Source: an optimization exercise on an open RTL-to-GDS flow (aim: small area). Production flows keep margins and buffers that such runs may drop. Function not checked in this run: the RTL went through the layout flow alone. No activity file was given, so power comes from the tool's default toggle rates.

[flow/design.v]
module half_adder(input wire a, input wire b, output wire s, output wire co);
    assign s  = a ^ b;
    assign co = a & b;
endmodule
module full_adder(input wire a, input wire b, input wire ci, output wire s, output wire co);
    assign s  = a ^ b ^ ci;
    assign co = (a & b) | (a & ci) | (b & ci);
endmodule
module booth_sel(input wire one, input wire two, input wire neg, input wire a, input wire am1, output wire x);
    assign x = ((one & a) | (two & am1)) ^ neg;
endmodule
module booth_sel1(input wire one, input wire neg, input wire a, output wire x);
    assign x = (one & a) ^ neg;
endmodule
module booth_selm(input wire one, input wire two, input wire neg, input wire a, output wire xn);
    assign xn = ~(((one | two) & a) ^ neg);
endmodule
module multi16x16(
    input   wire            a_signed,
    input   wire            b_signed,
    input   wire    [15:0]  mula,
    input   wire    [15:0]  mulb,
    output  wire    [31:0]  out
);
    wire a_top = a_signed & mula[15];
    wire b_top = b_signed & mulb[15];
    wire one0 = mulb[0];
    wire two0 = mulb[1] & ~mulb[0];
    wire neg0 = mulb[1];
    wire n1;
    assign n1 = (one0 & mula[0]) ^ neg0;
    wire n2;
    assign n2 = ((one0 & mula[1]) | (two0 & mula[0])) ^ neg0;
    wire n3;
    assign n3 = ((one0 & mula[2]) | (two0 & mula[1])) ^ neg0;
    wire n4;
    assign n4 = ((one0 & mula[3]) | (two0 & mula[2])) ^ neg0;
    wire n5;
    assign n5 = ((one0 & mula[4]) | (two0 & mula[3])) ^ neg0;
    wire n6;
    assign n6 = ((one0 & mula[5]) | (two0 & mula[4])) ^ neg0;
    wire n7;
    assign n7 = ((one0 & mula[6]) | (two0 & mula[5])) ^ neg0;
    wire n8;
    assign n8 = ((one0 & mula[7]) | (two0 & mula[6])) ^ neg0;
    wire n9;
    assign n9 = ((one0 & mula[8]) | (two0 & mula[7])) ^ neg0;
    wire n10;
    assign n10 = ((one0 & mula[9]) | (two0 & mula[8])) ^ neg0;
    wire n11;
    assign n11 = ((one0 & mula[10]) | (two0 & mula[9])) ^ neg0;
    wire n12;
    assign n12 = ((one0 & mula[11]) | (two0 & mula[10])) ^ neg0;
    wire n13;
    assign n13 = ((one0 & mula[12]) | (two0 & mula[11])) ^ neg0;
    wire n14;
    assign n14 = ((one0 & mula[13]) | (two0 & mula[12])) ^ neg0;
    wire n15;
    assign n15 = ((one0 & mula[14]) | (two0 & mula[13])) ^ neg0;
    wire n16;
    assign n16 = ((one0 & mula[15]) | (two0 & mula[14])) ^ neg0;
    wire n17;
    assign n17 = ((one0 & a_top) | (two0 & mula[15])) ^ neg0;
    wire n18;
    assign n18 = ~(((one0 | two0) & a_top) ^ neg0);
    wire one1 = mulb[2] ^ mulb[1];
    wire two1 = (mulb[3] & ~mulb[2] & ~mulb[1]) | (~mulb[3] & mulb[2] & mulb[1]);
    wire neg1 = mulb[3];
    wire n19;
    assign n19 = (one1 & mula[0]) ^ neg1;
    wire n20;
    assign n20 = ((one1 & mula[1]) | (two1 & mula[0])) ^ neg1;
    wire n21;
    assign n21 = ((one1 & mula[2]) | (two1 & mula[1])) ^ neg1;
    wire n22;
    assign n22 = ((one1 & mula[3]) | (two1 & mula[2])) ^ neg1;
    wire n23;
    assign n23 = ((one1 & mula[4]) | (two1 & mula[3])) ^ neg1;
    wire n24;
    assign n24 = ((one1 & mula[5]) | (two1 & mula[4])) ^ neg1;
    wire n25;
    assign n25 = ((one1 & mula[6]) | (two1 & mula[5])) ^ neg1;
    wire n26;
    assign n26 = ((one1 & mula[7]) | (two1 & mula[6])) ^ neg1;
    wire n27;
    assign n27 = ((one1 & mula[8]) | (two1 & mula[7])) ^ neg1;
    wire n28;
    assign n28 = ((one1 & mula[9]) | (two1 & mula[8])) ^ neg1;
    wire n29;
    assign n29 = ((one1 & mula[10]) | (two1 & mula[9])) ^ neg1;
    wire n30;
    assign n30 = ((one1 & mula[11]) | (two1 & mula[10])) ^ neg1;
    wire n31;
    assign n31 = ((one1 & mula[12]) | (two1 & mula[11])) ^ neg1;
    wire n32;
    assign n32 = ((one1 & mula[13]) | (two1 & mula[12])) ^ neg1;
    wire n33;
    assign n33 = ((one1 & mula[14]) | (two1 & mula[13])) ^ neg1;
    wire n34;
    assign n34 = ((one1 & mula[15]) | (two1 & mula[14])) ^ neg1;
    wire n35;
    assign n35 = ((one1 & a_top) | (two1 & mula[15])) ^ neg1;
    wire n36;
    assign n36 = ~(((one1 | two1) & a_top) ^ neg1);
    wire one2 = mulb[4] ^ mulb[3];
    wire two2 = (mulb[5] & ~mulb[4] & ~mulb[3]) | (~mulb[5] & mulb[4] & mulb[3]);
    wire neg2 = mulb[5];
    wire n37;
    assign n37 = (one2 & mula[0]) ^ neg2;
    wire n38;
    assign n38 = ((one2 & mula[1]) | (two2 & mula[0])) ^ neg2;
    wire n39;
    assign n39 = ((one2 & mula[2]) | (two2 & mula[1])) ^ neg2;
    wire n40;
    assign n40 = ((one2 & mula[3]) | (two2 & mula[2])) ^ neg2;
    wire n41;
    assign n41 = ((one2 & mula[4]) | (two2 & mula[3])) ^ neg2;
    wire n42;
    assign n42 = ((one2 & mula[5]) | (two2 & mula[4])) ^ neg2;
    wire n43;
    assign n43 = ((one2 & mula[6]) | (two2 & mula[5])) ^ neg2;
    wire n44;
    assign n44 = ((one2 & mula[7]) | (two2 & mula[6])) ^ neg2;
    wire n45;
    assign n45 = ((one2 & mula[8]) | (two2 & mula[7])) ^ neg2;
    wire n46;
    assign n46 = ((one2 & mula[9]) | (two2 & mula[8])) ^ neg2;
    wire n47;
    assign n47 = ((one2 & mula[10]) | (two2 & mula[9])) ^ neg2;
    wire n48;
    assign n48 = ((one2 & mula[11]) | (two2 & mula[10])) ^ neg2;
    wire n49;
    assign n49 = ((one2 & mula[12]) | (two2 & mula[11])) ^ neg2;
    wire n50;
    assign n50 = ((one2 & mula[13]) | (two2 & mula[12])) ^ neg2;
    wire n51;
    assign n51 = ((one2 & mula[14]) | (two2 & mula[13])) ^ neg2;
    wire n52;
    assign n52 = ((one2 & mula[15]) | (two2 & mula[14])) ^ neg2;
    wire n53;
    assign n53 = ((one2 & a_top) | (two2 & mula[15])) ^ neg2;
    wire n54;
    assign n54 = ~(((one2 | two2) & a_top) ^ neg2);
    wire one3 = mulb[6] ^ mulb[5];
    wire two3 = (mulb[7] & ~mulb[6] & ~mulb[5]) | (~mulb[7] & mulb[6] & mulb[5]);
    wire neg3 = mulb[7];
    wire n55;
    assign n55 = (one3 & mula[0]) ^ neg3;
    wire n56;
    assign n56 = ((one3 & mula[1]) | (two3 & mula[0])) ^ neg3;
    wire n57;
    assign n57 = ((one3 & mula[2]) | (two3 & mula[1])) ^ neg3;
    wire n58;
    assign n58 = ((one3 & mula[3]) | (two3 & mula[2])) ^ neg3;
    wire n59;
    assign n59 = ((one3 & mula[4]) | (two3 & mula[3])) ^ neg3;
    wire n60;
    assign n60 = ((one3 & mula[5]) | (two3 & mula[4])) ^ neg3;
    wire n61;
    assign n61 = ((one3 & mula[6]) | (two3 & mula[5])) ^ neg3;
    wire n62;
    assign n62 = ((one3 & mula[7]) | (two3 & mula[6])) ^ neg3;
    wire n63;
    assign n63 = ((one3 & mula[8]) | (two3 & mula[7])) ^ neg3;
    wire n64;
    assign n64 = ((one3 & mula[9]) | (two3 & mula[8])) ^ neg3;
    wire n65;
    assign n65 = ((one3 & mula[10]) | (two3 & mula[9])) ^ neg3;
    wire n66;
    assign n66 = ((one3 & mula[11]) | (two3 & mula[10])) ^ neg3;
    wire n67;
    assign n67 = ((one3 & mula[12]) | (two3 & mula[11])) ^ neg3;
    wire n68;
    assign n68 = ((one3 & mula[13]) | (two3 & mula[12])) ^ neg3;
    wire n69;
    assign n69 = ((one3 & mula[14]) | (two3 & mula[13])) ^ neg3;
    wire n70;
    assign n70 = ((one3 & mula[15]) | (two3 & mula[14])) ^ neg3;
    wire n71;
    assign n71 = ((one3 & a_top) | (two3 & mula[15])) ^ neg3;
    wire n72;
    assign n72 = ~(((one3 | two3) & a_top) ^ neg3);
    wire one4 = mulb[8] ^ mulb[7];
    wire two4 = (mulb[9] & ~mulb[8] & ~mulb[7]) | (~mulb[9] & mulb[8] & mulb[7]);
    wire neg4 = mulb[9];
    wire n73;
    assign n73 = (one4 & mula[0]) ^ neg4;
    wire n74;
    assign n74 = ((one4 & mula[1]) | (two4 & mula[0])) ^ neg4;
    wire n75;
    assign n75 = ((one4 & mula[2]) | (two4 & mula[1])) ^ neg4;
    wire n76;
    assign n76 = ((one4 & mula[3]) | (two4 & mula[2])) ^ neg4;
    wire n77;
    assign n77 = ((one4 & mula[4]) | (two4 & mula[3])) ^ neg4;
    wire n78;
    assign n78 = ((one4 & mula[5]) | (two4 & mula[4])) ^ neg4;
    wire n79;
    assign n79 = ((one4 & mula[6]) | (two4 & mula[5])) ^ neg4;
    wire n80;
    assign n80 = ((one4 & mula[7]) | (two4 & mula[6])) ^ neg4;
    wire n81;
    assign n81 = ((one4 & mula[8]) | (two4 & mula[7])) ^ neg4;
    wire n82;
    assign n82 = ((one4 & mula[9]) | (two4 & mula[8])) ^ neg4;
    wire n83;
    assign n83 = ((one4 & mula[10]) | (two4 & mula[9])) ^ neg4;
    wire n84;
    assign n84 = ((one4 & mula[11]) | (two4 & mula[10])) ^ neg4;
    wire n85;
    assign n85 = ((one4 & mula[12]) | (two4 & mula[11])) ^ neg4;
    wire n86;
    assign n86 = ((one4 & mula[13]) | (two4 & mula[12])) ^ neg4;
    wire n87;
    assign n87 = ((one4 & mula[14]) | (two4 & mula[13])) ^ neg4;
    wire n88;
    assign n88 = ((one4 & mula[15]) | (two4 & mula[14])) ^ neg4;
    wire n89;
    assign n89 = ((one4 & a_top) | (two4 & mula[15])) ^ neg4;
    wire n90;
    assign n90 = ~(((one4 | two4) & a_top) ^ neg4);
    wire one5 = mulb[10] ^ mulb[9];
    wire two5 = (mulb[11] & ~mulb[10] & ~mulb[9]) | (~mulb[11] & mulb[10] & mulb[9]);
    wire neg5 = mulb[11];
    wire n91;
    assign n91 = (one5 & mula[0]) ^ neg5;
    wire n92;
    assign n92 = ((one5 & mula[1]) | (two5 & mula[0])) ^ neg5;
    wire n93;
    assign n93 = ((one5 & mula[2]) | (two5 & mula[1])) ^ neg5;
    wire n94;
    assign n94 = ((one5 & mula[3]) | (two5 & mula[2])) ^ neg5;
    wire n95;
    assign n95 = ((one5 & mula[4]) | (two5 & mula[3])) ^ neg5;
    wire n96;
    assign n96 = ((one5 & mula[5]) | (two5 & mula[4])) ^ neg5;
    wire n97;
    assign n97 = ((one5 & mula[6]) | (two5 & mula[5])) ^ neg5;
    wire n98;
    assign n98 = ((one5 & mula[7]) | (two5 & mula[6])) ^ neg5;
    wire n99;
    assign n99 = ((one5 & mula[8]) | (two5 & mula[7])) ^ neg5;
    wire n100;
    assign n100 = ((one5 & mula[9]) | (two5 & mula[8])) ^ neg5;
    wire n101;
    assign n101 = ((one5 & mula[10]) | (two5 & mula[9])) ^ neg5;
    wire n102;
    assign n102 = ((one5 & mula[11]) | (two5 & mula[10])) ^ neg5;
    wire n103;
    assign n103 = ((one5 & mula[12]) | (two5 & mula[11])) ^ neg5;
    wire n104;
    assign n104 = ((one5 & mula[13]) | (two5 & mula[12])) ^ neg5;
    wire n105;
    assign n105 = ((one5 & mula[14]) | (two5 & mula[13])) ^ neg5;
    wire n106;
    assign n106 = ((one5 & mula[15]) | (two5 & mula[14])) ^ neg5;
    wire n107;
    assign n107 = ((one5 & a_top) | (two5 & mula[15])) ^ neg5;
    wire n108;
    assign n108 = ~(((one5 | two5) & a_top) ^ neg5);
    wire one6 = mulb[12] ^ mulb[11];
    wire two6 = (mulb[13] & ~mulb[12] & ~mulb[11]) | (~mulb[13] & mulb[12] & mulb[11]);
    wire neg6 = mulb[13];
    wire n109;
    assign n109 = (one6 & mula[0]) ^ neg6;
    wire n110;
    assign n110 = ((one6 & mula[1]) | (two6 & mula[0])) ^ neg6;
    wire n111;
    assign n111 = ((one6 & mula[2]) | (two6 & mula[1])) ^ neg6;
    wire n112;
    assign n112 = ((one6 & mula[3]) | (two6 & mula[2])) ^ neg6;
    wire n113;
    assign n113 = ((one6 & mula[4]) | (two6 & mula[3])) ^ neg6;
    wire n114;
    assign n114 = ((one6 & mula[5]) | (two6 & mula[4])) ^ neg6;
    wire n115;
    assign n115 = ((one6 & mula[6]) | (two6 & mula[5])) ^ neg6;
    wire n116;
    assign n116 = ((one6 & mula[7]) | (two6 & mula[6])) ^ neg6;
    wire n117;
    assign n117 = ((one6 & mula[8]) | (two6 & mula[7])) ^ neg6;
    wire n118;
    assign n118 = ((one6 & mula[9]) | (two6 & mula[8])) ^ neg6;
    wire n119;
    assign n119 = ((one6 & mula[10]) | (two6 & mula[9])) ^ neg6;
    wire n120;
    assign n120 = ((one6 & mula[11]) | (two6 & mula[10])) ^ neg6;
    wire n121;
    assign n121 = ((one6 & mula[12]) | (two6 & mula[11])) ^ neg6;
    wire n122;
    assign n122 = ((one6 & mula[13]) | (two6 & mula[12])) ^ neg6;
    wire n123;
    assign n123 = ((one6 & mula[14]) | (two6 & mula[13])) ^ neg6;
    wire n124;
    assign n124 = ((one6 & mula[15]) | (two6 & mula[14])) ^ neg6;
    wire n125;
    assign n125 = ((one6 & a_top) | (two6 & mula[15])) ^ neg6;
    wire n126;
    assign n126 = ~(((one6 | two6) & a_top) ^ neg6);
    wire one7 = mulb[14] ^ mulb[13];
    wire two7 = (mulb[15] & ~mulb[14] & ~mulb[13]) | (~mulb[15] & mulb[14] & mulb[13]);
    wire neg7 = mulb[15];
    wire n127;
    assign n127 = (one7 & mula[0]) ^ neg7;
    wire n128;
    assign n128 = ((one7 & mula[1]) | (two7 & mula[0])) ^ neg7;
    wire n129;
    assign n129 = ((one7 & mula[2]) | (two7 & mula[1])) ^ neg7;
    wire n130;
    assign n130 = ((one7 & mula[3]) | (two7 & mula[2])) ^ neg7;
    wire n131;
    assign n131 = ((one7 & mula[4]) | (two7 & mula[3])) ^ neg7;
    wire n132;
    assign n132 = ((one7 & mula[5]) | (two7 & mula[4])) ^ neg7;
    wire n133;
    assign n133 = ((one7 & mula[6]) | (two7 & mula[5])) ^ neg7;
    wire n134;
    assign n134 = ((one7 & mula[7]) | (two7 & mula[6])) ^ neg7;
    wire n135;
    assign n135 = ((one7 & mula[8]) | (two7 & mula[7])) ^ neg7;
    wire n136;
    assign n136 = ((one7 & mula[9]) | (two7 & mula[8])) ^ neg7;
    wire n137;
    assign n137 = ((one7 & mula[10]) | (two7 & mula[9])) ^ neg7;
    wire n138;
    assign n138 = ((one7 & mula[11]) | (two7 & mula[10])) ^ neg7;
    wire n139;
    assign n139 = ((one7 & mula[12]) | (two7 & mula[11])) ^ neg7;
    wire n140;
    assign n140 = ((one7 & mula[13]) | (two7 & mula[12])) ^ neg7;
    wire n141;
    assign n141 = ((one7 & mula[14]) | (two7 & mula[13])) ^ neg7;
    wire n142;
    assign n142 = ((one7 & mula[15]) | (two7 & mula[14])) ^ neg7;
    wire n143;
    assign n143 = ((one7 & a_top) | (two7 & mula[15])) ^ neg7;
    wire n144;
    assign n144 = ~(((one7 | two7) & a_top) ^ neg7);
    wire one8 = b_top ^ mulb[15];
    wire neg8 = b_top;
    wire n145;
    assign n145 = (one8 & mula[0]) ^ neg8;
    wire n146;
    assign n146 = (one8 & mula[1]) ^ neg8;
    wire n147;
    assign n147 = (one8 & mula[2]) ^ neg8;
    wire n148;
    assign n148 = (one8 & mula[3]) ^ neg8;
    wire n149;
    assign n149 = (one8 & mula[4]) ^ neg8;
    wire n150;
    assign n150 = (one8 & mula[5]) ^ neg8;
    wire n151;
    assign n151 = (one8 & mula[6]) ^ neg8;
    wire n152;
    assign n152 = (one8 & mula[7]) ^ neg8;
    wire n153;
    assign n153 = (one8 & mula[8]) ^ neg8;
    wire n154;
    assign n154 = (one8 & mula[9]) ^ neg8;
    wire n155;
    assign n155 = (one8 & mula[10]) ^ neg8;
    wire n156;
    assign n156 = (one8 & mula[11]) ^ neg8;
    wire n157;
    assign n157 = (one8 & mula[12]) ^ neg8;
    wire n158;
    assign n158 = (one8 & mula[13]) ^ neg8;
    wire n159;
    assign n159 = (one8 & mula[14]) ^ neg8;
    wire n160;
    assign n160 = (one8 & mula[15]) ^ neg8;
    wire n161, n162;
    half_adder ha1 (.a(neg0), .b(n1), .s(n161), .co(n162));
    wire n163, n164;
    half_adder ha2 (.a(n2), .b(n162), .s(n163), .co(n164));
    wire n165, n166;
    full_adder fa1 (.a(neg1), .b(n3), .ci(n19), .s(n165), .co(n166));
    wire n167, n168;
    half_adder ha3 (.a(n164), .b(n165), .s(n167), .co(n168));
    wire n169, n170;
    full_adder fa2 (.a(n4), .b(n20), .ci(n166), .s(n169), .co(n170));
    wire n171, n172;
    half_adder ha4 (.a(n168), .b(n169), .s(n171), .co(n172));
    wire n173, n174;
    full_adder fa3 (.a(neg2), .b(n5), .ci(n21), .s(n173), .co(n174));
    wire n175, n176;
    full_adder fa4 (.a(n37), .b(n173), .ci(n170), .s(n175), .co(n176));
    wire n177, n178;
    half_adder ha5 (.a(n172), .b(n175), .s(n177), .co(n178));
    wire n179, n180;
    full_adder fa5 (.a(n6), .b(n22), .ci(n38), .s(n179), .co(n180));
    wire n181, n182;
    full_adder fa6 (.a(n174), .b(n179), .ci(n176), .s(n181), .co(n182));
    wire n183, n184;
    half_adder ha6 (.a(n178), .b(n181), .s(n183), .co(n184));
    wire n185, n186;
    full_adder fa7 (.a(neg3), .b(n7), .ci(n23), .s(n185), .co(n186));
    wire n187, n188;
    full_adder fa8 (.a(n39), .b(n55), .ci(n180), .s(n187), .co(n188));
    wire n189, n190;
    full_adder fa9 (.a(n185), .b(n187), .ci(n182), .s(n189), .co(n190));
    wire n191, n192;
    full_adder fa10 (.a(n8), .b(n24), .ci(n40), .s(n191), .co(n192));
    wire n193, n194;
    full_adder fa11 (.a(n56), .b(n186), .ci(n191), .s(n193), .co(n194));
    wire n195, n196;
    half_adder ha7 (.a(n188), .b(n193), .s(n195), .co(n196));
    wire n197, n198;
    full_adder fa12 (.a(neg4), .b(n9), .ci(n25), .s(n197), .co(n198));
    wire n199, n200;
    full_adder fa13 (.a(n41), .b(n57), .ci(n73), .s(n199), .co(n200));
    wire n201, n202;
    full_adder fa14 (.a(n192), .b(n197), .ci(n199), .s(n201), .co(n202));
    wire n203, n204;
    full_adder fa15 (.a(n194), .b(n201), .ci(n196), .s(n203), .co(n204));
    wire n205, n206;
    full_adder fa16 (.a(n10), .b(n26), .ci(n42), .s(n205), .co(n206));
    wire n207, n208;
    full_adder fa17 (.a(n58), .b(n74), .ci(n198), .s(n207), .co(n208));
    wire n209, n210;
    full_adder fa18 (.a(n200), .b(n205), .ci(n207), .s(n209), .co(n210));
    wire n211, n212;
    full_adder fa19 (.a(n202), .b(n209), .ci(n204), .s(n211), .co(n212));
    wire n213, n214;
    full_adder fa20 (.a(neg5), .b(n11), .ci(n27), .s(n213), .co(n214));
    wire n215, n216;
    full_adder fa21 (.a(n43), .b(n59), .ci(n75), .s(n215), .co(n216));
    wire n217, n218;
    full_adder fa22 (.a(n91), .b(n206), .ci(n213), .s(n217), .co(n218));
    wire n219, n220;
    full_adder fa23 (.a(n215), .b(n208), .ci(n217), .s(n219), .co(n220));
    wire n221, n222;
    half_adder ha8 (.a(n210), .b(n219), .s(n221), .co(n222));
    wire n223, n224;
    full_adder fa24 (.a(n12), .b(n28), .ci(n44), .s(n223), .co(n224));
    wire n225, n226;
    full_adder fa25 (.a(n60), .b(n76), .ci(n92), .s(n225), .co(n226));
    wire n227, n228;
    full_adder fa26 (.a(n214), .b(n216), .ci(n223), .s(n227), .co(n228));
    wire n229, n230;
    full_adder fa27 (.a(n225), .b(n218), .ci(n227), .s(n229), .co(n230));
    wire n231, n232;
    full_adder fa28 (.a(n220), .b(n229), .ci(n222), .s(n231), .co(n232));
    wire n233, n234;
    full_adder fa29 (.a(neg6), .b(n13), .ci(n29), .s(n233), .co(n234));
    wire n235, n236;
    full_adder fa30 (.a(n45), .b(n61), .ci(n77), .s(n235), .co(n236));
    wire n237, n238;
    full_adder fa31 (.a(n93), .b(n109), .ci(n224), .s(n237), .co(n238));
    wire n239, n240;
    full_adder fa32 (.a(n226), .b(n233), .ci(n235), .s(n239), .co(n240));
    wire n241, n242;
    full_adder fa33 (.a(n237), .b(n228), .ci(n239), .s(n241), .co(n242));
    wire n243, n244;
    half_adder ha9 (.a(n230), .b(n241), .s(n243), .co(n244));
    wire n245, n246;
    full_adder fa34 (.a(n14), .b(n30), .ci(n46), .s(n245), .co(n246));
    wire n247, n248;
    full_adder fa35 (.a(n62), .b(n78), .ci(n94), .s(n247), .co(n248));
    wire n249, n250;
    full_adder fa36 (.a(n110), .b(n234), .ci(n236), .s(n249), .co(n250));
    wire n251, n252;
    full_adder fa37 (.a(n245), .b(n247), .ci(n238), .s(n251), .co(n252));
    wire n253, n254;
    full_adder fa38 (.a(n240), .b(n249), .ci(n251), .s(n253), .co(n254));
    wire n255, n256;
    full_adder fa39 (.a(n242), .b(n253), .ci(n244), .s(n255), .co(n256));
    wire n257, n258;
    full_adder fa40 (.a(neg7), .b(n15), .ci(n31), .s(n257), .co(n258));
    wire n259, n260;
    full_adder fa41 (.a(n47), .b(n63), .ci(n79), .s(n259), .co(n260));
    wire n261, n262;
    full_adder fa42 (.a(n95), .b(n111), .ci(n127), .s(n261), .co(n262));
    wire n263, n264;
    full_adder fa43 (.a(n246), .b(n248), .ci(n257), .s(n263), .co(n264));
    wire n265, n266;
    full_adder fa44 (.a(n259), .b(n261), .ci(n250), .s(n265), .co(n266));
    wire n267, n268;
    full_adder fa45 (.a(n263), .b(n252), .ci(n265), .s(n267), .co(n268));
    wire n269, n270;
    half_adder ha10 (.a(n254), .b(n267), .s(n269), .co(n270));
    wire n271, n272;
    full_adder fa46 (.a(n16), .b(n32), .ci(n48), .s(n271), .co(n272));
    wire n273, n274;
    full_adder fa47 (.a(n64), .b(n80), .ci(n96), .s(n273), .co(n274));
    wire n275, n276;
    full_adder fa48 (.a(n112), .b(n128), .ci(n258), .s(n275), .co(n276));
    wire n277, n278;
    full_adder fa49 (.a(n260), .b(n262), .ci(n271), .s(n277), .co(n278));
    wire n279, n280;
    full_adder fa50 (.a(n273), .b(n275), .ci(n264), .s(n279), .co(n280));
    wire n281, n282;
    full_adder fa51 (.a(n277), .b(n266), .ci(n279), .s(n281), .co(n282));
    wire n283, n284;
    half_adder ha11 (.a(n268), .b(n281), .s(n283), .co(n284));
    wire n285, n286;
    full_adder fa52 (.a(neg8), .b(n17), .ci(n33), .s(n285), .co(n286));
    wire n287, n288;
    full_adder fa53 (.a(n49), .b(n65), .ci(n81), .s(n287), .co(n288));
    wire n289, n290;
    full_adder fa54 (.a(n97), .b(n113), .ci(n129), .s(n289), .co(n290));
    wire n291, n292;
    full_adder fa55 (.a(n145), .b(n272), .ci(n274), .s(n291), .co(n292));
    wire n293, n294;
    full_adder fa56 (.a(n285), .b(n287), .ci(n289), .s(n293), .co(n294));
    wire n295, n296;
    full_adder fa57 (.a(n276), .b(n278), .ci(n291), .s(n295), .co(n296));
    wire n297, n298;
    full_adder fa58 (.a(n293), .b(n280), .ci(n295), .s(n297), .co(n298));
    wire n299, n300;
    half_adder ha12 (.a(n282), .b(n297), .s(n299), .co(n300));
    wire n301 = ~n18;
    wire n302, n303;
    full_adder fa59 (.a(n34), .b(n50), .ci(n66), .s(n302), .co(n303));
    wire n304, n305;
    full_adder fa60 (.a(n82), .b(n98), .ci(n114), .s(n304), .co(n305));
    wire n306, n307;
    full_adder fa61 (.a(n130), .b(n146), .ci(n301), .s(n306), .co(n307));
    wire n308, n309;
    full_adder fa62 (.a(n286), .b(n288), .ci(n290), .s(n308), .co(n309));
    wire n310, n311;
    full_adder fa63 (.a(n302), .b(n304), .ci(n306), .s(n310), .co(n311));
    wire n312, n313;
    full_adder fa64 (.a(n292), .b(n294), .ci(n308), .s(n312), .co(n313));
    wire n314, n315;
    full_adder fa65 (.a(n310), .b(n296), .ci(n312), .s(n314), .co(n315));
    wire n316, n317;
    half_adder ha13 (.a(n298), .b(n314), .s(n316), .co(n317));
    wire n318 = ~n35;
    wire n319, n320;
    full_adder fa66 (.a(n51), .b(n67), .ci(n83), .s(n319), .co(n320));
    wire n321, n322;
    full_adder fa67 (.a(n99), .b(n115), .ci(n131), .s(n321), .co(n322));
    wire n323, n324;
    full_adder fa68 (.a(n147), .b(n18), .ci(n318), .s(n323), .co(n324));
    wire n325, n326;
    full_adder fa69 (.a(n303), .b(n305), .ci(n307), .s(n325), .co(n326));
    wire n327, n328;
    full_adder fa70 (.a(n319), .b(n321), .ci(n323), .s(n327), .co(n328));
    wire n329, n330;
    full_adder fa71 (.a(n309), .b(n311), .ci(n325), .s(n329), .co(n330));
    wire n331, n332;
    full_adder fa72 (.a(n327), .b(n313), .ci(n329), .s(n331), .co(n332));
    wire n333, n334;
    half_adder ha14 (.a(n315), .b(n331), .s(n333), .co(n334));
    wire n335, n336;
    full_adder fa73 (.a(n36), .b(n52), .ci(n68), .s(n335), .co(n336));
    wire n337, n338;
    full_adder fa74 (.a(n84), .b(n100), .ci(n116), .s(n337), .co(n338));
    wire n339, n340;
    full_adder fa75 (.a(n132), .b(n148), .ci(n35), .s(n339), .co(n340));
    wire n341, n342;
    full_adder fa76 (.a(n320), .b(n322), .ci(n324), .s(n341), .co(n342));
    wire n343, n344;
    full_adder fa77 (.a(n335), .b(n337), .ci(n339), .s(n343), .co(n344));
    wire n345, n346;
    full_adder fa78 (.a(n326), .b(n328), .ci(n341), .s(n345), .co(n346));
    wire n347, n348;
    full_adder fa79 (.a(n343), .b(n330), .ci(n345), .s(n347), .co(n348));
    wire n349, n350;
    half_adder ha15 (.a(n332), .b(n347), .s(n349), .co(n350));
    wire n351 = ~n53;
    wire n352, n353;
    full_adder fa80 (.a(n69), .b(n85), .ci(n101), .s(n352), .co(n353));
    wire n354, n355;
    full_adder fa81 (.a(n117), .b(n133), .ci(n149), .s(n354), .co(n355));
    wire n356, n357;
    full_adder fa82 (.a(n351), .b(n336), .ci(n338), .s(n356), .co(n357));
    wire n358, n359;
    full_adder fa83 (.a(n340), .b(n352), .ci(n354), .s(n358), .co(n359));
    wire n360, n361;
    full_adder fa84 (.a(n342), .b(n344), .ci(n356), .s(n360), .co(n361));
    wire n362, n363;
    full_adder fa85 (.a(n358), .b(n346), .ci(n360), .s(n362), .co(n363));
    wire n364, n365;
    half_adder ha16 (.a(n348), .b(n362), .s(n364), .co(n365));
    wire n366, n367;
    full_adder fa86 (.a(n54), .b(n70), .ci(n86), .s(n366), .co(n367));
    wire n368, n369;
    full_adder fa87 (.a(n102), .b(n118), .ci(n134), .s(n368), .co(n369));
    wire n370, n371;
    full_adder fa88 (.a(n150), .b(n53), .ci(n353), .s(n370), .co(n371));
    wire n372, n373;
    full_adder fa89 (.a(n355), .b(n366), .ci(n368), .s(n372), .co(n373));
    wire n374, n375;
    full_adder fa90 (.a(n357), .b(n370), .ci(n359), .s(n374), .co(n375));
    wire n376, n377;
    full_adder fa91 (.a(n372), .b(n361), .ci(n374), .s(n376), .co(n377));
    wire n378, n379;
    half_adder ha17 (.a(n363), .b(n376), .s(n378), .co(n379));
    wire n380 = ~n71;
    wire n381, n382;
    full_adder fa92 (.a(n87), .b(n103), .ci(n119), .s(n381), .co(n382));
    wire n383, n384;
    full_adder fa93 (.a(n135), .b(n151), .ci(n380), .s(n383), .co(n384));
    wire n385, n386;
    full_adder fa94 (.a(n367), .b(n369), .ci(n381), .s(n385), .co(n386));
    wire n387, n388;
    full_adder fa95 (.a(n383), .b(n371), .ci(n373), .s(n387), .co(n388));
    wire n389, n390;
    full_adder fa96 (.a(n385), .b(n375), .ci(n387), .s(n389), .co(n390));
    wire n391, n392;
    half_adder ha18 (.a(n377), .b(n389), .s(n391), .co(n392));
    wire n393, n394;
    full_adder fa97 (.a(n72), .b(n88), .ci(n104), .s(n393), .co(n394));
    wire n395, n396;
    full_adder fa98 (.a(n120), .b(n136), .ci(n152), .s(n395), .co(n396));
    wire n397, n398;
    full_adder fa99 (.a(n71), .b(n382), .ci(n384), .s(n397), .co(n398));
    wire n399, n400;
    full_adder fa100 (.a(n393), .b(n395), .ci(n386), .s(n399), .co(n400));
    wire n401, n402;
    full_adder fa101 (.a(n397), .b(n388), .ci(n399), .s(n401), .co(n402));
    wire n403, n404;
    half_adder ha19 (.a(n390), .b(n401), .s(n403), .co(n404));
    wire n405 = ~n89;
    wire n406, n407;
    full_adder fa102 (.a(n105), .b(n121), .ci(n137), .s(n406), .co(n407));
    wire n408, n409;
    full_adder fa103 (.a(n153), .b(n405), .ci(n394), .s(n408), .co(n409));
    wire n410, n411;
    full_adder fa104 (.a(n396), .b(n406), .ci(n398), .s(n410), .co(n411));
    wire n412, n413;
    full_adder fa105 (.a(n408), .b(n410), .ci(n400), .s(n412), .co(n413));
    wire n414, n415;
    half_adder ha20 (.a(n402), .b(n412), .s(n414), .co(n415));
    wire n416, n417;
    full_adder fa106 (.a(n90), .b(n106), .ci(n122), .s(n416), .co(n417));
    wire n418, n419;
    full_adder fa107 (.a(n138), .b(n154), .ci(n89), .s(n418), .co(n419));
    wire n420, n421;
    full_adder fa108 (.a(n407), .b(n416), .ci(n418), .s(n420), .co(n421));
    wire n422, n423;
    full_adder fa109 (.a(n409), .b(n420), .ci(n411), .s(n422), .co(n423));
    wire n424, n425;
    half_adder ha21 (.a(n422), .b(n413), .s(n424), .co(n425));
    wire n426 = ~n107;
    wire n427, n428;
    full_adder fa110 (.a(n123), .b(n139), .ci(n155), .s(n427), .co(n428));
    wire n429, n430;
    full_adder fa111 (.a(n426), .b(n417), .ci(n419), .s(n429), .co(n430));
    wire n431, n432;
    full_adder fa112 (.a(n427), .b(n421), .ci(n429), .s(n431), .co(n432));
    wire n433, n434;
    full_adder fa113 (.a(n431), .b(n423), .ci(n425), .s(n433), .co(n434));
    wire n435, n436;
    full_adder fa114 (.a(n108), .b(n124), .ci(n140), .s(n435), .co(n436));
    wire n437, n438;
    full_adder fa115 (.a(n156), .b(n107), .ci(n428), .s(n437), .co(n438));
    wire n439, n440;
    full_adder fa116 (.a(n435), .b(n430), .ci(n437), .s(n439), .co(n440));
    wire n441, n442;
    half_adder ha22 (.a(n432), .b(n439), .s(n441), .co(n442));
    wire n443 = ~n125;
    wire n444, n445;
    full_adder fa117 (.a(n141), .b(n157), .ci(n443), .s(n444), .co(n445));
    wire n446, n447;
    full_adder fa118 (.a(n436), .b(n444), .ci(n438), .s(n446), .co(n447));
    wire n448, n449;
    full_adder fa119 (.a(n440), .b(n446), .ci(n442), .s(n448), .co(n449));
    wire n450, n451;
    full_adder fa120 (.a(n126), .b(n142), .ci(n158), .s(n450), .co(n451));
    wire n452, n453;
    full_adder fa121 (.a(n125), .b(n445), .ci(n450), .s(n452), .co(n453));
    wire n454, n455;
    half_adder ha23 (.a(n452), .b(n447), .s(n454), .co(n455));
    wire n456 = ~n143;
    wire n457, n458;
    full_adder fa122 (.a(n159), .b(n456), .ci(n451), .s(n457), .co(n458));
    wire n459, n460;
    full_adder fa123 (.a(n457), .b(n453), .ci(n455), .s(n459), .co(n460));
    wire n461, n462;
    full_adder fa124 (.a(n144), .b(n160), .ci(n143), .s(n461), .co(n462));
    wire n463, n464;
    full_adder fa125 (.a(n461), .b(n458), .ci(n460), .s(n463), .co(n464));
    wire n465, n466;
    half_adder ha24 (.a(n184), .b(n189), .s(n465), .co(n466));
    wire n467, n468;
    half_adder ha25 (.a(n190), .b(n195), .s(n467), .co(n468));
    wire n469, n470;
    half_adder ha26 (.a(n212), .b(n221), .s(n469), .co(n470));
    wire n471, n472;
    half_adder ha27 (.a(n232), .b(n243), .s(n471), .co(n472));
    wire n473, n474;
    half_adder ha28 (.a(n256), .b(n269), .s(n473), .co(n474));
    wire n475, n476;
    half_adder ha29 (.a(n270), .b(n283), .s(n475), .co(n476));
    wire n477, n478;
    half_adder ha30 (.a(n284), .b(n299), .s(n477), .co(n478));
    wire n479, n480;
    half_adder ha31 (.a(n300), .b(n316), .s(n479), .co(n480));
    wire n481, n482;
    half_adder ha32 (.a(n317), .b(n333), .s(n481), .co(n482));
    wire n483, n484;
    half_adder ha33 (.a(n334), .b(n349), .s(n483), .co(n484));
    wire n485, n486;
    half_adder ha34 (.a(n350), .b(n364), .s(n485), .co(n486));
    wire n487, n488;
    half_adder ha35 (.a(n365), .b(n378), .s(n487), .co(n488));
    wire n489, n490;
    half_adder ha36 (.a(n379), .b(n391), .s(n489), .co(n490));
    wire n491, n492;
    half_adder ha37 (.a(n392), .b(n403), .s(n491), .co(n492));
    wire n493, n494;
    half_adder ha38 (.a(n404), .b(n414), .s(n493), .co(n494));
    wire n495, n496;
    half_adder ha39 (.a(n415), .b(n424), .s(n495), .co(n496));
    wire n497, n498;
    half_adder ha40 (.a(n434), .b(n441), .s(n497), .co(n498));
    wire n499, n500;
    half_adder ha41 (.a(n449), .b(n454), .s(n499), .co(n500));
    wire n501 = n468 | (n467 & n466);
    wire n502 = n467 & n465;
    wire n503 = n211 & n203;
    wire n504 = n231 & n470;
    wire n505 = n231 & n469;
    wire n506 = n255 & n472;
    wire n507 = n255 & n471;
    wire n508 = n476 | (n475 & n474);
    wire n509 = n475 & n473;
    wire n510 = n480 | (n479 & n478);
    wire n511 = n479 & n477;
    wire n512 = n484 | (n483 & n482);
    wire n513 = n483 & n481;
    wire n514 = n488 | (n487 & n486);
    wire n515 = n487 & n485;
    wire n516 = n492 | (n491 & n490);
    wire n517 = n491 & n489;
    wire n518 = n496 | (n495 & n494);
    wire n519 = n495 & n493;
    wire n520 = n497 & n433;
    wire n521 = n499 & n448;
    wire n522 = n463 & n459;
    wire n523 = n503 & n501;
    wire n524 = n503 & n502;
    wire n525 = n506 | (n507 & n504);
    wire n526 = n507 & n505;
    wire n527 = n510 | (n511 & n508);
    wire n528 = n511 & n509;
    wire n529 = n514 | (n515 & n512);
    wire n530 = n515 & n513;
    wire n531 = n518 | (n519 & n516);
    wire n532 = n519 & n517;
    wire n533 = n500 | (n521 & n498);
    wire n534 = n521 & n520;
    wire n535 = n525 | (n526 & n523);
    wire n536 = n526 & n524;
    wire n537 = n529 | (n530 & n527);
    wire n538 = n530 & n528;
    wire n539 = n533 | (n534 & n531);
    wire n540 = n534 & n532;
    wire n541 = n537 | (n538 & n535);
    wire n542 = n538 & n536;
    wire n543 = n539 | (n540 & n541);
    wire n544 = n540 & n542;
    wire n545 = n527 | (n528 & n535);
    wire n546 = n528 & n536;
    wire n547 = n531 | (n532 & n541);
    wire n548 = n532 & n542;
    wire n549 = n504 | (n505 & n523);
    wire n550 = n505 & n524;
    wire n551 = n508 | (n509 & n535);
    wire n552 = n509 & n536;
    wire n553 = n512 | (n513 & n545);
    wire n554 = n513 & n546;
    wire n555 = n516 | (n517 & n541);
    wire n556 = n517 & n542;
    wire n557 = n498 | (n520 & n547);
    wire n558 = n520 & n548;
    wire n559 = n522 & n543;
    wire n560 = n522 & n544;
    wire n561 = n203 & n501;
    wire n562 = n203 & n502;
    wire n563 = n470 | (n469 & n523);
    wire n564 = n469 & n524;
    wire n565 = n472 | (n471 & n549);
    wire n566 = n471 & n550;
    wire n567 = n474 | (n473 & n535);
    wire n568 = n473 & n536;
    wire n569 = n478 | (n477 & n551);
    wire n570 = n477 & n552;
    wire n571 = n482 | (n481 & n545);
    wire n572 = n481 & n546;
    wire n573 = n486 | (n485 & n553);
    wire n574 = n485 & n554;
    wire n575 = n490 | (n489 & n541);
    wire n576 = n489 & n542;
    wire n577 = n494 | (n493 & n555);
    wire n578 = n493 & n556;
    wire n579 = n433 & n547;
    wire n580 = n433 & n548;
    wire n581 = n448 & n557;
    wire n582 = n448 & n558;
    wire n583 = n459 & n543;
    wire n584 = n459 & n544;
    wire n585 = n467 ^ n466;
    wire n586 = n203 ^ n501;
    wire n587 = n211 ^ n561;
    wire n588 = n469 ^ n523;
    wire n589 = n231 ^ n563;
    wire n590 = n471 ^ n549;
    wire n591 = n255 ^ n565;
    wire n592 = n473 ^ n535;
    wire n593 = n475 ^ n567;
    wire n594 = n477 ^ n551;
    wire n595 = n479 ^ n569;
    wire n596 = n481 ^ n545;
    wire n597 = n483 ^ n571;
    wire n598 = n485 ^ n553;
    wire n599 = n487 ^ n573;
    wire n600 = n489 ^ n541;
    wire n601 = n491 ^ n575;
    wire n602 = n493 ^ n555;
    wire n603 = n495 ^ n577;
    wire n604 = n433 ^ n547;
    wire n605 = n497 ^ n579;
    wire n606 = n448 ^ n557;
    wire n607 = n499 ^ n581;
    wire n608 = n459 ^ n543;
    wire n609 = n463 ^ n583;
    assign out[0] = n161;  
    assign out[1] = n163;  
    assign out[2] = n167;  
    assign out[3] = n171;  
    assign out[4] = n177;  
    assign out[5] = n183;  
    assign out[6] = n465;  
    assign out[7] = n585;  
    assign out[8] = n586;  
    assign out[9] = n587;  
    assign out[10] = n588;  
    assign out[11] = n589;  
    assign out[12] = n590;  
    assign out[13] = n591;  
    assign out[14] = n592;  
    assign out[15] = n593;  
    assign out[16] = n594;  
    assign out[17] = n595;  
    assign out[18] = n596;  
    assign out[19] = n597;  
    assign out[20] = n598;  
    assign out[21] = n599;  
    assign out[22] = n600;  
    assign out[23] = n601;  
    assign out[24] = n602;  
    assign out[25] = n603;  
    assign out[26] = n604;  
    assign out[27] = n605;  
    assign out[28] = n606;  
    assign out[29] = n607;  
    assign out[30] = n608;  
    assign out[31] = n609;  
endmodule
module mul16_top(
    input   wire            clk,
    input   wire            a_signed,
    input   wire            b_signed,
    input   wire    [15:0]  mula,
    input   wire    [15:0]  mulb,
    output  reg     [31:0]  p
);
reg             a_signed_q, b_signed_q;
reg     [15:0]  mula_q, mulb_q;
wire    [31:0]  prod;
always @(posedge clk) begin
    a_signed_q <= a_signed;
    b_signed_q <= b_signed;
    mula_q     <= mula;
    mulb_q     <= mulb;
    p          <= prod;
end
multi16x16 mult(
    .a_signed(a_signed_q),
    .b_signed(b_signed_q),
    .mula(mula_q),
    .mulb(mulb_q),
    .out(prod)
);
endmodule
[flow/flow/run.sh]
#!/bin/bash
# Standard ORFS layout (the standard.sh, unchanged synthesis), except that the
# port buffers inserted before global placement are the smallest buffer cell
# instead of the resizer's default choice. Full make/tool output goes to
# standard.log; ORFS keeps each step's own log under orfs/logs/.
set -euo pipefail
export BUFFER_PORTS_ARGS="-buffer_cell sky130_fd_sc_hd__buf_1"
bash standard.sh > standard.log 2>&1
[flow/standard.sh]
#!/bin/bash
# synth_recipe.tcl (not shown) runs the flow's synth.tcl, then flattens the netlist and writes it again
# the make line also repeats each setting of config.mk as NAME=value (left out here)
make -C /OpenROAD-flow-scripts/flow DESIGN_CONFIG=/design/flow/config.mk WORK_HOME=/design/flow/orfs CLKGATE_MAP_FILE= SYNTH_SCRIPT=/design/flow/synth_recipe.tcl "${@:-finish}"
[flow/config.mk]
export PLATFORM = sky130hd
export DESIGN_NAME = mul16_top
export DESIGN_NICKNAME = mul16_top
export VERILOG_FILES = /design/flow/design.v
export SDC_FILE = /design/flow/constraint.sdc
export NUM_CORES = 4
export LEC_CHECK = 0
export ABC_AREA = 1
export CAP_MARGIN = 20
export CORE_MARGIN = 2
export CORE_UTILIZATION = 55
export CTS_BUF_LIST = sky130_fd_sc_hd__clkbuf_2 sky130_fd_sc_hd__clkbuf_4 sky130_fd_sc_hd__clkbuf_8
export SLEW_MARGIN = 20
export SYNTH_HIERARCHICAL = 1
[flow/constraint.sdc]
create_clock -name core_clock -period 6.5 [get_ports {clk}]
set_input_delay 1.3000 -clock core_clock [delete_from_list [all_inputs] [get_ports {clk}]]
set_output_delay 1.3000 -clock core_clock [all_outputs]
set_load 0.01 [all_outputs]
==> results.cfg <==
[cells_and_area]
diodes = 0
area_growth_pct = 1.96
finalNonFillerCells = 1000
final_nets = 1021
nFillCells = 1341
finish.utilization = 0.567
layout-drive-gt1-share = 0.106

[sta]
slew_violations = 0
setup_tns_ps = 0
finalSetupViolCount = 0
final_hold_viol_count = 0
tightest_slew_ps = 961
slew_headroom = 0.358
skew_ps = 14.1
final.setup.worst_slack_ps = 491
grt_setup_unrepaired = no
fmax_mhz = 166
min_period_ps = 6010
timing.hold.ws_ps = 1000
period_share = 0.924

[critical_path]
path_cells = nand2_1, o22ai_1, xor2_1, fa_1, fa_1, fa_1, fa_1, fa_1, ha_1, ha_1, nor2_1, nor2_1, nand2_1, nand2_2, nand2_1, nand3_1, nand2_1, nand2_2, nand2_1, nand2_1, ha_1, xor2_1
cpLargestDelayFamily = adder cells
r2r-start = mulb_q[1]$_DFF_P_
cp-end-kind = flip-flop
crit_fanout = 24
reg2reg_slack_ps = 490
required_ps = 6760
critPathLaunch = mulb_q[1]$_DFF_P_
critPathLaunchType = flip-flop
path_common_cell = nand2_1
cp_slowest_stage_delay_ps = 960
path_buf_inv = 0
crit_slowest_cell = dfxtp_1
path_class = reg2reg
crit_arrival_ps = 6270

[placement]
dp_hpwl_um = 14600
dp_cells = 984
io_buffers = 66
post-place-ws_ps = 558
gp_congestion = 0.895

[die]
fp.dieW_um = 127
initial_core_util = 0.556
die_h_um = 127
die_area_um2 = 16200
coreArea_um2 = 15000
num_rows = 45
io_pins = 67

[route]
vias_per_cell = 5.84
drt_first_pass_iters = 4
drc_errors = 0
antenna_left = 0
routedWlPerCell_um = 19.1
dr_total_vias = 5843
first_iter_violations = 347
drt-total-wl_um = 19100

[yosys]
ys_ff_latch = 66
synth_most_common_cell = xor2_1
synthCells = 803
synth_edf_count = 0
yosysTopAreaCell = fa_1
ys.flop_type = dfxtp_1
ys_types = 36
synth.avg_cell_area_um2 = 10.4
ys_top_cells_by_count = 133 x xor2_1, 125 x fa_1, 95 x o22ai_1
synthArstFlopShare = 0
synth_top_area_frac = 0.300
yosysWarnings = 7
ys_seq_area_frac = 0.158
syn_nets = 1017
synth_area_leaders = fa_1 30%, dfxtp_1 16%, xor2_1 14%
synthesis.area_um2 = 8350

[power_and_ir_drop]
ir_drop_mv = 0.423
power_density_nw_per_um2 = 684
leakage_nw = 3.60

[clock_network]
cts_setup_buffers = 0
cts.htree.levels = 3
clk_pin_slew_ps = 90
cts_hold_buf = 0
numCtsBuffers = 9
ctsRootBufferMaster = clkbuf_8
ctsResizeCount = 0
cts_tree = yes
cts.sinks = 66
worstSkewPairLatency_ps = 380
clockBufferDepth = 2

[worst_hold_path]
hold_path_class = in2reg
hp-start = mulb[1]

[global_route]
track_usage = 0.251
antenna_found_initial = 0
grt_pass1_wl_um = 31700
grt_util_met1 = 0.353
met3_usage = 0.0348
use_met2 = 0.402
grt_pass1_vias = 6038
grt_busiest_layer = met2
grt_start_max_net_pins = 25
grt_overflow = 0

[flow_run]
drv_cap = 0

[status]
status = finished clean
==> final cells by class <==
class | instances | area, µm² | area share
Clock inverter | 7 | 83.8 | 0.00984
Clock buffer | 9 | 124 | 0.0145
Timing Repair Buffer | 77 | 330 | 0.0388
Inverter | 54 | 218 | 0.0256
Sequential cell | 66 | 1320 | 0.155
Tap cell | 188 | 235 | 0.0276
Multi-Input combinational cell | 599 | 6200 | 0.729
==> worst register-to-register path: stages, from the launching register on <==
cell	delay [ps]
dfxtp_1	960
nand2_1	520
o22ai_1	280
xor2_1	120
fa_1	450
fa_1	410
fa_1	390
fa_1	420
fa_1	410
ha_1	320
ha_1	180
nor2_1	240
nor2_1	110
nand2_1	90
nand2_2	100
nand2_1	80
nand3_1	140
nand2_1	110
nand2_2	90
nand2_1	70
nand2_1	50
ha_1	180
xor2_1	160
==> per-layer routing <==
| metal | vias up | part of all wire |
|---|---|---|
| met2 | 224 | 0.47 |
| met5 | - | 0 |
| met3 | 32 | 0.060 |
| met4 | 0 | 0.020 |
| met1 | 2894 | 0.45 |
| li1 | 2693 | - |
==> cells in the final DEF, fill, tap and decap left out, types with 4 or more instances in the layout <==
| cell type | instances |
|---|---|
| dfxtp_1 | 66 |
| o22ai_1 | 95 |
| xor2_1 | 133 |
| o21ai_0 | 10 |
| ha_1 | 54 |
| nand2_4 | 5 |
| inv_4 | 6 |
| nand2_2 | 10 |
| nand2_1 | 38 |
| a21oi_1 | 33 |
| clkinv_1 | 9 |
| buf_1 | 66 |
| buf_4 | 11 |
| nand3_1 | 4 |
| xnor2_1 | 7 |
| clkbuf_8 | 9 |
| fa_1 | 125 |
| o21ai_4 | 6 |
| nor2_1 | 31 |
| a211oi_1 | 7 |
| o22ai_2 | 28 |
| inv_1 | 38 |
==> per-stage QoR <==
stage,power [mW],area (µm²)
finish,5.82,8520
global placement,5.28,8310
floorplan,6.02,8350
global route,6.61,8520
CTS,5.90,8520
detailed placement,5.43,8310
==> final timing paths <==
| check | to | cells past startpoint |
|---|---|---|
| max | p[29]$_DFF_P_ | 22 |
| max reg2reg | p[29]$_DFF_P_ | 22 |
| min reg2reg | p[1]$_DFF_P_ | 5 |
| min | mulb_q[1]$_DFF_P_ | 1 |
==> power breakdown <==
part	internal [mW]	leakage (nW)	switching (mW)
Clock	0.184	0.103	0.190
Combinational	2.15	2.94	2.62
Sequential	0.643	0.557	0.0367
Total	2.98	3.60	2.85
==> modules after synthesis, one instance, submodules excluded <==
| module | cell area [µm²] | cells inside | times used |
|---|---|---|---|
| full_adder | 20.0 | 1 | 125 |
| mul16_top | 1320 | 66 | 1 |
| multi16x16 | 4020 | 571 | 1 |
| half_adder | 12.5 | 1 | 41 |
==> state kept, by name, indices dropped and copies added, names as in the netlist <==
register,flops
mulb_q,16
p,32
b_signed_q,1
a_signed_q,1
mula_q,16
==> cell families after synthesis <==
kind of cell | count (synthesis) | synth area share
buffers and inverters | 138 | 0.0990
DFF | 66 | 0.158
and+or+nand+nor | 92 | 0.0505
xor gates and xnor gates | 140 | 0.147
AOI/OAI and AO/OA | 188 | 0.165
adders and majority gates | 179 | 0.380

port drivers added, routing unchanged:
The results above use ideal ports. As a check the final layout listed here was re-extracted and re-timed, cells and wires unchanged. Step 1 sets driving cells, clkbuf_16 on the clock port and buf_2 on the other inputs (assumed; they add their load-dependent delay and slew). Step 2 also shifts input and output timing later by t, the mid clock arrival at the registers, as if the neighbouring blocks saw the same clock. Slacks: ideal ports / drivers / drivers and shift; pairs: ideal ports / drivers.
t, ns: 0.412
setup WS [ns]: 0.491 / 0.491 / 0.491
worst data-port slew with drivers (ns): 0.03
pins driven straight from the clock port: 1
After both steps this run still meets setup and hold. For this run, drivers alone change the setup slack by 0.000 ns; drivers and shift together by 0.000 ns.
